From an optimization exercise on the open Yosys and OpenROAD flow, aimed at small area, a short achievable clock period and few clock cycles; shortcuts taken in it are not production practice. At most, simulation tests tie the RTL to the original design; equivalence was not proved. Power is estimated from default activity; no workload was simulated.

== run a ==
==> flow/design.v <==
`timescale 1ns / 1ps
module full_reciprocal(
input logic clk,
input logic rst,  
input logic start,
output logic ready,
input logic [15:0] input0,
output logic [23:0] output0  
);
localparam int FL = 16;           
localparam int XW = FL - 1;       
localparam int KMAX = 1 << (20 - FL);
logic          busy;
logic          first;  
logic [XW-1:0] x;      
logic [XW:0]   p;      
logic [19:0]   q;      
logic [19:0]   res;    
assign output0 = {4'b0, res};
logic fast;
assign fast = |input0[15:FL-1];
logic [KMAX+1:8] t;    
always_comb begin
	for (int k = 8; k <= KMAX; k++) t[k] = ({4'b0, input0} <= 20'(524288 / k));
	t[KMAX+1] = 1'b0;
end
logic [19:0] fq;
always_comb begin
	fq = '0;
	for (int k = 8; k <= KMAX; k++)
		if (t[k] & ~t[k+1]) fq = fq | 20'(k);
end
logic [32:17] c2;      
always_comb
	for (int k = 17; k <= 32; k++) c2[k] = ({4'b0, input0} <= 20'(524288 / k));
logic [33:16] t2;      
assign t2 = {1'b0, q[15:0], 1'b1};
logic [19:0] fq2;
always_comb begin
	fq2 = '0;
	for (int k = 16; k <= 32; k++)
		if (t2[k] & ~t2[k+1]) fq2 = fq2 | 20'(k);
end
logic [XW:0] p0;
always_comb begin
	logic any;
	any = 1'b0;
	for (int i = XW; i >= 1; i--) begin
		p0[i] = input0[i-1] & ~any;
		any = any | input0[i-1];
	end
	p0[0] = ~any;
end
logic [XW+1:0] diff;
logic          qb;
logic [XW-1:0] r;
assign diff = {1'b0, p} - {2'b0, x};
assign qb   = ~diff[XW+1];
assign r    = qb ? diff[XW-1:0] : p[XW-1:0];
logic        pow2;
logic [19:0] xrev;
always_ff @(posedge clk) pow2 <= (x & (x - 1'b1)) == '0;
always_comb begin
	xrev = '0;
	for (int i = 0; i < XW; i++) xrev[19-i] = x[i];
end
logic done, done2;
assign done  = busy & ~first & q[19];
assign done2 = busy & x[XW-1];
always_ff @(posedge clk) begin
	if (!busy) begin
		x <= input0[XW-1:0];
		p <= p0;
		q <= {4'b0, c2};
	end else if (first) begin
		p <= {r, 1'b0};
		q <= {{(18-XW){1'b0}}, p, qb};
	end else begin
		p <= {r, 1'b0};
		q <= {q[18:0], qb};
	end
	if (!rst) begin
		if (done2)
			res <= fq2;
		else if (done)
			res <= pow2 ? xrev : {q[18:0], qb};
		else if (!busy && start && fast)
			res <= fq;
	end
	if (rst) begin
		busy  <= 1'b0;
		first <= 1'b0;
		ready <= 1'b0;
	end else begin
		first <= ~busy & start & ~fast;
		busy  <= busy ? ~(done | done2) : start & ~fast;
		ready <= done | done2 | (~busy & start & fast);
	end
end
endmodule
export LEC_CHECK = 0
export CAP_MARGIN = 20
export CORE_MARGIN = 2
export CORE_UTILIZATION = 40
export CTS_BUF_LIST = sky130_fd_sc_hd__clkbuf_8
export SETUP_SLACK_MARGIN = 5
export SLEW_MARGIN = 20
create_clock -name core_clock -period 8.0 [get_ports {clk}]
run.sh (not shown) runs the stock make flow with config.mk's settings and CLKGATE_MAP_FILE= SYNTH_SCRIPT=/design/flow/synth_recipe.tcl, a recipe that flattens the netlist after the stock synthesis.
Run a | status: complete | timing, DRC, antenna: pass
--- input diff run a..run b ---
--- a/flow/config.mk
+++ b/flow/config.mk
@@ -10,3 +10,2 @@
 export CORE_UTILIZATION = 40
-export CTS_BUF_LIST = sky130_fd_sc_hd__clkbuf_8
 export SETUP_SLACK_MARGIN = 5
==> comparison <==
- Run b finished end to end and its layout was clean on timing, DRC and antenna.
- Of run b and run a, the run reporting the lower peak ir drop on the vdd network was run a.
- The global-route usage was comparable across run b and run a.
- Cmp run b vs run a: post-route clock period utilization higher in run b
- Fraction of area in registers: lower on run b
- Cmp run b vs run a: post-cts resize count higher in run b
- Against run a, run b reports a aggregate routed wire length that is higher.
- Changes observed in run b relative to run a: number of buffers outside the clock class in the layout went up 2; length of routed met2 wiring went up by 1.3%.
Function was not checked in any run of this note: the RTL went through the layout flow alone.

full_reciprocal, a different RTL version from the one above (not shown whole).
For scale: about 800 cells after synthesis, ~75 flip-flops, ~44 I/O pins, ~6300 um2 of cells after synthesis.
clock: 8.0 ns
lec_check: 0
cap_margin: 20
core_margin: 2
core_utilization: 40
slew_margin: 20
standard.sh (not shown) runs the stock make flow with config.mk's settings and CLKGATE_MAP_FILE= SYNTH_SCRIPT=/design/flow/synth_recipe.tcl, a recipe that flattens the netlist after the stock synthesis.
==> flow/flow/run.sh <==
#!/bin/bash
set -euo pipefail
MARGIN=$(cat flow/margin.txt)
bash standard.sh SETUP_SLACK_MARGIN=$MARGIN finish > standard_flow.log 2>&1
==> flow/flow/margin.txt <==
5.5
Next try:
==> flow/run.sh (new file) <==
#!/bin/bash
# synth_recipe.tcl (not shown) runs the flow's synth.tcl, then flattens the netlist and writes it again
# the make line also repeats each setting of config.mk as NAME=value (left out here)
make -C /OpenROAD-flow-scripts/flow DESIGN_CONFIG=/design/flow/config.mk WORK_HOME=/design/flow/orfs CLKGATE_MAP_FILE= SYNTH_SCRIPT=/design/flow/synth_recipe.tcl finish
SETUP_SLACK_MARGIN = 5   (was default)
removed: flow/flow/run.sh
removed: flow/flow/margin.txt
removed: flow/standard.sh
Outcome: Routed wire length fell by 7.3%. Setup slack improved by 0.064 ns. Core utilization fell by 1.5 points. Count of clock-buffer cells in the layout fell by 1. Via count fell by 3.1%. Sequential share of layout area rose by 0.52 points. Design area fell by 2.5%.
No functional check of the RTL was part of any run of this note.

full_reciprocal, a different RTL version from the one above (not shown whole).
For scale: ~370 cells after synthesis, ~44 I/O pins, roughly 3800 µm² of cells after synthesis.
export LEC_CHECK = 0
export ABC_CLOCK_PERIOD_IN_PS = 2500
export CAP_MARGIN = 20
export CORE_MARGIN = 2
export CORE_UTILIZATION = 40
export SLEW_MARGIN = 20
create_clock -name core_clock -period 8.0 [get_ports {clk}]
run.sh (not shown) runs the stock make flow with config.mk's settings and CLKGATE_MAP_FILE= SYNTH_SCRIPT=/design/flow/synth_recipe.tcl, a recipe that flattens the netlist after the stock synthesis.
Stock flow here: none of the scripts above is used.
The starting point finished with timing, DRC and antenna clean.
Testbench counts at the start, summed over its fixed seeds: cycles 7,283.
Next try:
Settings changed: SETUP_SLACK_MARGIN set to 5.
Effect:
- worst hold slack got worse by 0.0035 ns
- power went up by 0.89%
- combinational power went up by 11%
- first-iteration DRC count increases by 74%
- clock-buffer cell count decreases by 1
- cell area goes up by 5.6%
- setup slack gets better by 0.91 ns
- clock power went down by about 4%
- synthesized cell count stays the same
Next try:
Settings changed: ABC_CLOCK_PERIOD_IN_PS 2500 to unset, SETUP_SLACK_MARGIN 5 to unset.
Effect: Global-route usage grows by 0.70 points. Critical path depth goes down by 1. Worst setup slack gets worse by 0.91 ns.

-- static timing again, ports no longer ideal --
No port has a modelled driver above. Below, the same layouts with a new extraction and two added sets of constraints. Step 1 sets driving cells, clkbuf_16 on the clock port and buf_2 on the other inputs (assumed; they add their load-dependent delay and slew). Step 2 also shifts input and output timing later by t, the mid clock arrival at the registers, as if the neighbouring blocks saw the same clock. Slacks: ideal ports / drivers / drivers and shift; pairs: ideal ports / drivers.
run	t, ns	setup slack, ns	hold slack, ns	worst setup path at the end	worst register clock-pin slew, ns
run a	0.382	4.674 / 4.662 / 4.280	0.464 / 0.464 / 0.464	input to register	0.08 / 0.08
run b	0.377	4.650 / 4.621 / 4.245	0.460 / 0.460 / 0.460	input to register	0.06 / 0.06
the first run of note 2	0.377	4.387 / 4.376 / 3.999	0.470 / 0.470 / 0.470	input to register	0.07 / 0.07
the second run of note 2	0.379	4.451 / 4.461 / 4.082	0.465 / 0.465 / 0.465	input to register	0.06 / 0.06
the first run of note 3	0.392	4.177 / 4.185 / 3.793	0.454 / 0.454 / 0.454	input to register	0.09 / 0.09
the second run of note 3	0.376	5.087 / 5.087 / 4.734	0.450 / 0.450 / 0.450	input to register	0.09 / 0.09
the third run of note 3	0.392	4.177 / 4.185 / 3.793	0.454 / 0.454 / 0.454	input to register	0.09 / 0.09
After both steps setup and hold are still met in every run listed. For run b, which loses most, drivers alone change the setup slack by -0.029 ns; drivers and shift together by -0.405 ns.
